Context: an optimization exercise on an open-source flow, tuned for small area and a short achievable clock period. The choices shown serve that exercise and are no tape-out recipe. At most, simulation tests tie the RTL to the original design; equivalence was not proved.

==> flow/design.v (excerpt) <==
module speedometer
(
	input clk,
	input rst,
	input speedInfrac,
	output [13:0] outSpeed,
	output [6:0] OL,
	output [3:0] DIG
);
Size: about 1000 cells after synthesis, about 82 flip-flops, ~28 I/O pins.
==> flow/config.mk <==
export PLATFORM = sky130hd
export DESIGN_NAME = speedometer
export DESIGN_NICKNAME = speedometer
export VERILOG_FILES = /design/flow/design.v
export SDC_FILE = /design/flow/constraint.sdc
export NUM_CORES = 4
export LEC_CHECK = 0
export ABC_AREA = 1
export CAP_MARGIN = 20
export CORE_MARGIN = 2
export CORE_UTILIZATION = 60
export CTS_BUF_LIST = sky130_fd_sc_hd__clkbuf_8
export SLEW_MARGIN = 20
==> flow/constraint.sdc <==
create_clock -name core_clock -period 150.0 [get_ports {clk}]
set_input_delay 30.0000 -clock core_clock [delete_from_list [all_inputs] [get_ports {clk}]]
set_output_delay 30.0000 -clock core_clock [all_outputs]
set_load 0.01 [all_outputs]
standard.sh (not shown) runs the stock make flow with config.mk's settings and CLKGATE_MAP_FILE= SYNTH_SCRIPT=/design/flow/synth_recipe.tcl, a recipe that flattens the netlist after the stock synthesis.
==> flow/flow/run.sh <==
#!/bin/bash
set -euo pipefail
rm -rf scripts_area
cp -r "$FLOW_HOME/scripts" scripts_area
printf 'strash\ndch\nmap -a\n' > scripts_area/abc_area.script
bash standard.sh SCRIPTS_DIR="$PWD/scripts_area" \
  BUFFER_PORTS_ARGS="-buffer_cell sky130_fd_sc_hd__buf_1" finish > standard_flow.log 2>&1
The starting point ran to the end with no violations.
Change:
==> flow/flow/run.sh (replaced) <==
#!/bin/bash
set -euo pipefail
rm -rf scripts_area
cp -r "$FLOW_HOME/scripts" scripts_area
printf 'strash\ndc2\ndch\namap\n' > scripts_area/abc_area.script
bash standard.sh SCRIPTS_DIR="$PWD/scripts_area" \
  BUFFER_PORTS_ARGS="-buffer_cell sky130_fd_sc_hd__buf_1" finish > standard_flow.log 2>&1
Result: Routed wire length drops by 5.9%; cell count drops by 16%; flip-flop and latch count stays the same; cell area drops by 6.0%.

* * *

exp/umber:
Another version of the RTL of speedometer (not shown whole).
Size: roughly 85 flip-flops, roughly 8400 um^2 of cells after synthesis.
Design speedometer, start of the top module:
module speedometer
(
	input clk,
	input rst,
	input speedInfrac,
	output [13:0] outSpeed,
	output [6:0] OL,
	output [3:0] DIG
);
clock: 150.0 ns
lec_check: 0
abc_area: 1
cap_margin: 20
core_margin: 2
core_utilization: 40
cts_buf_list: sky130_fd_sc_hd__clkbuf_8
slew_margin: 20
==> flow/flow/run.sh <==
#!/bin/bash
set -euo pipefail
rm -rf scripts_area
cp -r "$FLOW_HOME/scripts" scripts_area
printf 'strash\ndch\nmap -a\n' > scripts_area/abc_area.script
bash standard.sh SCRIPTS_DIR="$PWD/scripts_area" \
  BUFFER_PORTS_ARGS="-buffer_cell sky130_fd_sc_hd__buf_1" finish > standard_flow.log 2>&1
Modified inputs, exp/yarrow compared to exp/umber
# exp/umber
export LEC_CHECK = 0
export ABC_AREA = 1
export CAP_MARGIN = 20
export CORE_MARGIN = 2
export CORE_UTILIZATION = 40
export CTS_BUF_LIST = sky130_fd_sc_hd__clkbuf_8
export SLEW_MARGIN = 20
create_clock -name core_clock -period 150.0 [get_ports {clk}]
# exp/yarrow
export LEC_CHECK = 0
export ABC_AREA = 1
export CAP_MARGIN = 20
export CORE_MARGIN = 2
export CORE_UTILIZATION = 40
export SLEW_MARGIN = 20
create_clock -name core_clock -period 150.0 [get_ports {clk}]
==> flow/run.sh (new file) <==
#!/bin/bash
# synth_recipe.tcl (not shown) runs the flow's synth.tcl, then flattens the netlist and writes it again
# the make line also repeats each setting of config.mk as NAME=value (left out here)
make -C /OpenROAD-flow-scripts/flow DESIGN_CONFIG=/design/flow/config.mk WORK_HOME=/design/flow/orfs CLKGATE_MAP_FILE= SYNTH_SCRIPT=/design/flow/synth_recipe.tcl finish
removed: flow/flow/run.sh
removed: flow/standard.sh
Notes after the runs:
exp/umber vs exp/yarrow, end of the critical path: OL[3]$_DFF_P_ vs u_speed.cnt[4]$_SDFFE_PP0N_. exp/umber vs exp/yarrow, start point of the critical path: rst vs speedInfrac. Delta (exp/yarrow minus exp/umber): critical path depth now sits lower, count of non-CTS inverters in the layout now sits higher, core utilization now sits higher, met1 routed wirelength after detailed routing now sits higher.
Setup changes, exp/yarrow to exp/quartz
# exp/yarrow
export LEC_CHECK = 0
export ABC_AREA = 1
export CAP_MARGIN = 20
export CORE_MARGIN = 2
export CORE_UTILIZATION = 40
export SLEW_MARGIN = 20
create_clock -name core_clock -period 150.0 [get_ports {clk}]
# exp/quartz
export LEC_CHECK = 0
export ABC_AREA = 1
export CAP_MARGIN = 20
export CORE_MARGIN = 2
export CORE_UTILIZATION = 40
export CTS_BUF_LIST = sky130_fd_sc_hd__clkbuf_8
export SLEW_MARGIN = 20
create_clock -name core_clock -period 150.0 [get_ports {clk}]
### Flow results
| minimum period implied by the final worst setup slack | exp/quartz vs exp/yarrow | better |. In terms of detail-routed via count per cell, exp/quartz and exp/yarrow differ only marginally. Diff exp/yarrow..exp/quartz | non-clock buffer share of cell area | negligible. Going from exp/yarrow to exp/quartz, the growth of design area from synthesis to finish was found to have gone down by 1.1 points. Relative to exp/yarrow, the number of filler cells placed in the layout of exp/quartz is higher by 24.
Function was not checked in any run of this note: the RTL went through the layout flow alone.

* * *

Another version of the RTL of speedometer (not shown whole).
For scale: ~78 flip-flops, ~7600 um2 of cells after synthesis.
// speedometer
module speedometer
(
	input clk,
	input rst,
	input speedInfrac,
	output [13:0] outSpeed,
	output [6:0] OL,
	output [3:0] DIG
);
export LEC_CHECK = 0
export ABC_AREA = 1
export CAP_MARGIN = 20
export CORE_MARGIN = 2
export CORE_UTILIZATION = 60
export CTS_BUF_LIST = sky130_fd_sc_hd__clkbuf_8
export SLEW_MARGIN = 20
create_clock -name core_clock -period 150.0 [get_ports {clk}]
==> flow/flow/run.sh <==
#!/bin/bash
set -euo pipefail
rm -rf scripts_area
cp -r "$FLOW_HOME/scripts" scripts_area
printf 'strash\ndc2\ndch\namap\n' > scripts_area/abc_area.script
bash standard.sh SCRIPTS_DIR="$PWD/scripts_area" \
  CTS_ARGS="-sink_clustering_enable -repair_clock_nets -buf_list sky130_fd_sc_hd__clkbuf_8 -sink_clustering_size 30 -sink_clustering_max_diameter 100 -dont_use_dummy_load" \
  BUFFER_PORTS_ARGS="-buffer_cell sky130_fd_sc_hd__buf_1" \
  POST_GLOBAL_PLACE_TCL="$PWD/flow/insize.tcl" finish > standard_flow.log 2>&1
==> flow/flow/insize.tcl <==
# After global placement: in the logic fed by the data inputs (rst and
# speedInfrac, which arrive late in the cycle), size each gate that drives
# four or more pins up to its 2x drive version, so that these signals reach
# the registers sooner.  Flip-flops and the clock are not touched.
set block [ord::get_db_block]
proc insize_out_net {inst} {
  foreach it [$inst getITerms] {
    if {[$it isOutputSignal]} { return [$it getNet] }
  }
  return "NULL"
}
set frontier {}
foreach bterm [$block getBTerms] {
  if {[$bterm getIoType] != "INPUT" || [$bterm getName] == "clk"} { continue }
  set net [$bterm getNet]
  if {$net != "NULL"} { lappend frontier $net }
}
set seen [dict create]
set sized 0
for {set depth 0} {$depth < 12 && [llength $frontier] > 0} {incr depth} {
  set next {}
  foreach net $frontier {
    foreach it [$net getITerms] {
      if {![$it isInputSignal]} { continue }
      set inst [$it getInst]
      set name [$inst getName]
      if {[dict exists $seen $name]} { continue }
      dict set seen $name 1
      set master [[$inst getMaster] getName]
      if {[string match "*__df*" $master] || [string match "*__edf*" $master]} { continue }
      set on [insize_out_net $inst]
      if {$on == "NULL"} { continue }
      set fanout 0
      foreach lit [$on getITerms] { if {[$lit isInputSignal]} { incr fanout } }
      if {$fanout >= 4 && [regexp {^(sky130_fd_sc_hd__[a-z0-9]+)_(0|1)$} $master -> base drive]} {
        set new "${base}_2"
        if {[llength [get_lib_cells -quiet $new]] > 0} {
          puts "insize: $name $master -> $new (fanout $fanout)"
          replace_cell $name $new
          incr sized
        }
      }
      lappend next $on
    }
  }
  set frontier $next
}
puts "insize: $sized cells sized up"
The starting point went through all stages and came out clean.
Rerun with:
--- a/flow/flow/run.sh
+++ b/flow/flow/run.sh
@@ -8,2 +8 @@
-  BUFFER_PORTS_ARGS="-buffer_cell sky130_fd_sc_hd__buf_1" \
-  POST_GLOBAL_PLACE_TCL="$PWD/flow/insize.tcl" finish > standard_flow.log 2>&1
+  BUFFER_PORTS_ARGS="-buffer_cell sky130_fd_sc_hd__buf_1" finish > standard_flow.log 2>&1
- GPL_TIMING_DRIVEN: not set -> 0
removed: flow/flow/insize.tcl
Outcome: The new run produced a clean layout; final cell count decreases by 1.6%; final area decreases by 1.7%; die area is unchanged; worst setup slack gets worse by 640 ps; worst hold slack gets better by 4.2 ps; fmax goes down by 2.0%; clock-buffer cell count does not change; via count goes down by 3.8%; core utilization fell by 1.1 points; sequential share of layout area climbs by 0.32 points.
Rerun with:
--- a/flow/flow/run.sh
+++ b/flow/flow/run.sh
@@ -8 +8,2 @@
-  BUFFER_PORTS_ARGS="-buffer_cell sky130_fd_sc_hd__buf_1" finish > standard_flow.log 2>&1
+  BUFFER_PORTS_ARGS="-buffer_cell sky130_fd_sc_hd__buf_1" \
+  POST_GLOBAL_PLACE_TCL="$PWD/flow/inbuf.tcl" finish > standard_flow.log 2>&1
==> flow/flow/inbuf.tcl (new file) <==
# After port buffering: the input ports' buffers (not the clock's) become
# buf_4, so that rst and speedInfrac reach their many loads sooner.
set block [ord::get_db_block]
foreach bterm [$block getBTerms] {
  if {[$bterm getIoType] != "INPUT" || [$bterm getName] == "clk"} { continue }
  set net [$bterm getNet]
  if {$net == "NULL"} { continue }
  foreach iterm [$net getITerms] {
    set inst [$iterm getInst]
    set master [[$inst getMaster] getName]
    if {[string match "sky130_fd_sc_hd__buf_1" $master]} {
      puts "inbuf: [$inst getName] ($master) on [$bterm getName] -> sky130_fd_sc_hd__buf_4"
      replace_cell [$inst getName] sky130_fd_sc_hd__buf_4
    }
  }
}
- GPL_TIMING_DRIVEN: 0 -> not set
Count of clock-buffer cells in the layout does not change.
Worst hold slack stays flat.
Cell area goes up by about 1.5%.
Core utilization rises by 0.95 points.
Area after synthesis does not change.
Routed wire length climbs by about 9%.
Die area does not change.
Rerun with:
--- a/flow/flow/run.sh
+++ b/flow/flow/run.sh
@@ -8,2 +8 @@
-  BUFFER_PORTS_ARGS="-buffer_cell sky130_fd_sc_hd__buf_1" \
-  POST_GLOBAL_PLACE_TCL="$PWD/flow/inbuf.tcl" finish > standard_flow.log 2>&1
+  BUFFER_PORTS_ARGS="-buffer_cell sky130_fd_sc_hd__buf_1" finish > standard_flow.log 2>&1
- CORE_UTILIZATION: 60 -> 50
removed: flow/flow/inbuf.tcl
Fmax is about the same; area after synthesis is unchanged; final cell count grows slightly; design area is about the same; clock-buffer cell count does not change; worst setup slack gets worse by 59 ps; non-clock buffer count does not change.

* * *

Setup of cedar:
speedometer, a different RTL version from the one above (not shown whole).
Size in the first run: about 870 cells after synthesis, about 80 flip-flops, ~28 I/O pins.
// speedometer
module speedometer
(
	input clk,
	input rst,
	input speedInfrac,
	output [13:0] outSpeed,
	output [6:0] OL,
	output [3:0] DIG
);
==> flow/config.mk <==
export PLATFORM = sky130hd
export DESIGN_NAME = speedometer
export DESIGN_NICKNAME = speedometer
export VERILOG_FILES = /design/flow/design.v
export SDC_FILE = /design/flow/constraint.sdc
export NUM_CORES = 4
export LEC_CHECK = 0
export ABC_AREA = 1
export CAP_MARGIN = 20
export CORE_MARGIN = 2
export CORE_UTILIZATION = 60
export CTS_BUF_LIST = sky130_fd_sc_hd__clkbuf_8
export SLEW_MARGIN = 20
==> flow/constraint.sdc <==
create_clock -name core_clock -period 150.0 [get_ports {clk}]
set_input_delay 30.0000 -clock core_clock [delete_from_list [all_inputs] [get_ports {clk}]]
set_output_delay 30.0000 -clock core_clock [all_outputs]
set_load 0.01 [all_outputs]
==> flow/flow/run.sh <==
#!/bin/bash
set -euo pipefail
rm -rf scripts_area
cp -r "$FLOW_HOME/scripts" scripts_area
printf 'strash\ndc2\ndch\namap\n' > scripts_area/abc_area.script
bash standard.sh SCRIPTS_DIR="$PWD/scripts_area" \
  CTS_ARGS="-sink_clustering_enable -repair_clock_nets -buf_list sky130_fd_sc_hd__clkbuf_8 -sink_clustering_size 30 -sink_clustering_max_diameter 100 -dont_use_dummy_load" \
  BUFFER_PORTS_ARGS="-buffer_cell sky130_fd_sc_hd__buf_1" finish > standard_flow.log 2>&1
Input-level comparison between pepper and cedar:
--- a/flow/config.mk
+++ b/flow/config.mk
@@ -12,2 +12,2 @@
 export CTS_BUF_LIST = sky130_fd_sc_hd__clkbuf_8
-export SLEW_MARGIN = 20
+export SLEW_MARGIN = 50
## What came out
- pepper finished end to end and its layout was clean on timing, DRC and antenna.
- Register fraction of the total cell area essentially unchanged between cedar and pepper.
- Across both runs, first-pass GRT wire length was lower for pepper than for cedar.
- The worst slack on hold paths in pepper sits 0.0046 ns above the value recorded for cedar.
- cedar ended up with rst as its launch point of the worst path; pepper ended up with u_disp.dig[2]$_SDFF_PP1_.
- On post-layout instance count excluding filler cells, pepper tracks cedar almost exactly.
- Against cedar, pepper comes in 0.33 ns lower on slew at the pin closest to its max-slew limit.
- Diff cedar -> pepper: final area now larger; number of ordinary and repair buffers in the finished layout now larger; core area comparable.
- Clock period minus final worst setup slack came out lower on pepper than on cedar.
Function was not checked in any run of this note: the RTL went through the layout flow alone.

* * *

red:
speedometer, a different RTL version from the one above (not shown whole).
Size: about 0.0076 sq mm of cells after synthesis.
Settings: LEC_CHECK=0, ABC_AREA=1, CAP_MARGIN=20, CORE_MARGIN=2, CORE_UTILIZATION=60, CTS_BUF_LIST=sky130_fd_sc_hd__clkbuf_8, SLEW_MARGIN=20; clock period 150.0 ns.
Scripts as last shown in full above: flow/flow/run.sh
The flow did not stop early for red: all stages ran, and the layout cleared the timing, design-rule and antenna checks.
Here is what was changed in the inputs of blue compared with red.
==> flow/flow/run.sh <==
#!/bin/bash
set -euo pipefail
rm -rf scripts_area
cp -r "$FLOW_HOME/scripts" scripts_area
printf 'strash\ndc2\ndch\namap\n' > scripts_area/abc_area.script
bash standard.sh SCRIPTS_DIR="$PWD/scripts_area" \
  BUFFER_PORTS_ARGS="-buffer_cell sky130_fd_sc_hd__buf_1" finish > standard_flow.log 2>&1
[summary]
blue -> red: critical path depth in cells delta 0, exact match
Number of placed I/O pins delta (red -> blue): insignificant
In the tables for red and blue, remaining max-slew budget at the tightest pin reads higher with blue.
Routed wire length was lower in the run labelled blue.
blue went all the way through synthesis, placement and routing and the layout is clean on timing, DRC and antenna.
Relative to red, blue degrades cell area.
Status: maximum cell stage delay along the critical path parity (blue, red)
red → blue: worst setup slack increased by 0.040 ns relative to the old numbers; register-to-register slack increased by 0.08 ns relative to the old numbers.
First-iteration DRC count ends up higher on red.

* * *

## job 8831
RTL: one of the versions met above, not the one the previous note started from.
Size: about 1,000 cells after synthesis, ~82 flip-flops, about 28 I/O pins, ~0.0081 mm^2 of cells after synthesis.
export LEC_CHECK = 0
export ABC_AREA = 1
export CAP_MARGIN = 20
export CORE_MARGIN = 2
export CORE_UTILIZATION = 60
export CTS_BUF_LIST = sky130_fd_sc_hd__clkbuf_8
export SLEW_MARGIN = 20
create_clock -name core_clock -period 150.0 [get_ports {clk}]
==> flow/flow/run.sh <==
#!/bin/bash
set -euo pipefail
rm -rf scripts_area
cp -r "$FLOW_HOME/scripts" scripts_area
printf 'strash\ndch\nmap -a\n' > scripts_area/abc_area.script
bash standard.sh SCRIPTS_DIR="$PWD/scripts_area" \
  BUFFER_PORTS_ARGS="-buffer_cell sky130_fd_sc_hd__buf_1" SETUP_SLACK_MARGIN=119 finish > standard_flow.log 2>&1
Both conditions hold for job 8831: the flow ran to the end and the final layout passed the timing, design-rule and antenna checks.
For job 5671, these inputs were changed with respect to job 8831:
# job 8831
export LEC_CHECK = 0
export ABC_AREA = 1
export CAP_MARGIN = 20
export CORE_MARGIN = 2
export CORE_UTILIZATION = 60
export CTS_BUF_LIST = sky130_fd_sc_hd__clkbuf_8
export SLEW_MARGIN = 20
create_clock -name core_clock -period 150.0 [get_ports {clk}]
# job 5671
export LEC_CHECK = 0
export ABC_AREA = 1
export CAP_MARGIN = 20
export CORE_MARGIN = 2
export CORE_UTILIZATION = 60
export CTS_BUF_LIST = sky130_fd_sc_hd__clkbuf_8
export SLEW_MARGIN = 80
create_clock -name core_clock -period 150.0 [get_ports {clk}]
==> flow/flow/run.sh <==
#!/bin/bash
set -euo pipefail
rm -rf scripts_area
cp -r "$FLOW_HOME/scripts" scripts_area
printf 'strash\ndch\nmap -a\n' > scripts_area/abc_area.script
bash standard.sh SCRIPTS_DIR="$PWD/scripts_area" \
  BUFFER_PORTS_ARGS="-buffer_cell sky130_fd_sc_hd__buf_1" finish > standard_flow.log 2>&1
Results
- Number of antenna violations at the first check in global routing, job 8831 and job 5671, lower one = job 8831.
- Compared with job 8831, in job 5671 count of non-filler cells in the finished layout now larger, design area higher.
- Number of flip-flops and latches: job 5671 vs job 8831 identical
- In the metrics for job 8831 and job 5671, the one carrying the higher arrival time of data at the critical path endpoint is job 5671.
- Delta (job 5671 minus job 8831): maximum cell stage delay along the critical path rose 0.04 ns, critical path depth did not really move, total number of vias up about 2.5%.
diff inputs: job 5671 => job 8495
# job 5671
export LEC_CHECK = 0
export ABC_AREA = 1
export CAP_MARGIN = 20
export CORE_MARGIN = 2
export CORE_UTILIZATION = 60
export CTS_BUF_LIST = sky130_fd_sc_hd__clkbuf_8
export SLEW_MARGIN = 80
create_clock -name core_clock -period 150.0 [get_ports {clk}]
# job 8495
export LEC_CHECK = 0
export ABC_AREA = 1
export CAP_MARGIN = 20
export CORE_MARGIN = 2
export CORE_UTILIZATION = 75
export CTS_BUF_LIST = sky130_fd_sc_hd__clkbuf_8
export SLEW_MARGIN = 20
create_clock -name core_clock -period 150.0 [get_ports {clk}]
--- outcome ---
- [compare] base=job 5671 new=job 8495: final core area utilization climbed 11 points; clock transition at the registers of the reported paths barely changed; register-to-register slack dropped 2.44 ns; die boundary height dropped 12 um.
- Job 5671 → job 8495: fraction of layout instances using a drive strength above 1 now sits lower; met2 wire length now sits lower; instance count on the critical path now sits higher; via count now sits lower.
- Routed wire in job 8495 totals less than in job 5671.
- As far as maximum count of clock buffers along a single path goes, job 5671 and job 8495 are indistinguishable; the numbers are identical.
### job 8495 -> job 7630
# job 8495
export LEC_CHECK = 0
export ABC_AREA = 1
export CAP_MARGIN = 20
export CORE_MARGIN = 2
export CORE_UTILIZATION = 75
export CTS_BUF_LIST = sky130_fd_sc_hd__clkbuf_8
export SLEW_MARGIN = 20
create_clock -name core_clock -period 150.0 [get_ports {clk}]
# job 7630
export LEC_CHECK = 0
export ABC_AREA = 1
export CAP_MARGIN = 20
export CORE_MARGIN = 2
export CORE_UTILIZATION = 60
export CTS_BUF_LIST = sky130_fd_sc_hd__clkbuf_8
export GPL_TIMING_DRIVEN = 0
export SLEW_MARGIN = 20
create_clock -name core_clock -period 150.0 [get_ports {clk}]
[summary]
Job 7630 -> job 8495: simple-gate share of the synthesized area delta 0, exact match. Diff job 7630..job 8495 | clock slew seen by the registers of the worst setup and hold paths | negligible. Job 7630: all stages complete, timing, DRC and antenna checks passed. Across both runs, placement row count was higher for job 7630 than for job 8495. [compare] base=job 8495 new=job 7630: routed length on met1 up 5.2%, final worst slack went down 0.18 ns, wire length now smaller. Compared with job 8495, job 7630 instantiates a larger number of cells. Between job 8495 and job 7630, the met1 track demand over resource is lower for job 7630. Total die area (job 8495 / job 7630): 0.806. Sequential share of layout area: job 7630 vs job 8495, no meaningful difference.

-- what the ideal ports hide --
In the flow no input, the clock included, has a driving cell. The finished layouts below were timed again as built, in two steps. Step 1, drivers: a clkbuf_16 drives clk and a buf_2 each remaining input, both assumed. Step 2 moves the port delays by t, midway between the first and last clock arrival at a register: inputs arrive t later, outputs are due t later. That takes back most of the time a late clock gives input paths. Slacks: ideal ports / drivers / drivers and shift; pairs: ideal ports / drivers.
run	t (ns)	setup WS [ns]	worst setup path after step 2	cell pins on the clock port's net
the first run of note 1	0.413	118.162 / 118.174 / 117.761	input to register	1
the second run of note 1	0.402	117.477 / 117.491 / 117.089	input to register	1
exp/umber	0.414	118.307 / 118.321 / 117.907	input to register	1
exp/yarrow	0.390	117.541 / 117.558 / 117.168	input to register	1
exp/quartz	0.420	117.598 / 117.612 / 117.191	input to register	1
the first run of note 3	0.416	118.188 / 118.205 / 117.789	input to register	1
the second run of note 3	0.399	117.551 / 117.565 / 117.166	input to register	1
the third run of note 3	0.407	118.137 / 118.150 / 117.743	input to register	1
the fourth run of note 3	0.405	118.078 / 118.092 / 117.687	input to register	1
cedar	0.383	118.411 / 118.425 / 118.042	input to register	1
pepper	0.384	118.431 / 118.397 / 118.370	input to register	1
red	0.399	117.506 / 117.518 / 117.118	input to register	1
blue	0.412	117.546 / 117.558 / 117.146	input to register	1
job 8831	0.415	118.663 / 118.626 / 118.693	input to register	1
job 5671	0.405	118.553 / 118.516 / 118.523	input to register	1
job 8495	0.413	118.133 / 118.148 / 117.735	input to register	1
job 7630	0.412	117.952 / 117.970 / 117.558	input to register	1
After both steps setup and hold are still met in every run listed. For exp/quartz, which loses most, drivers alone change the setup slack by +0.014 ns; drivers and shift together by -0.407 ns.
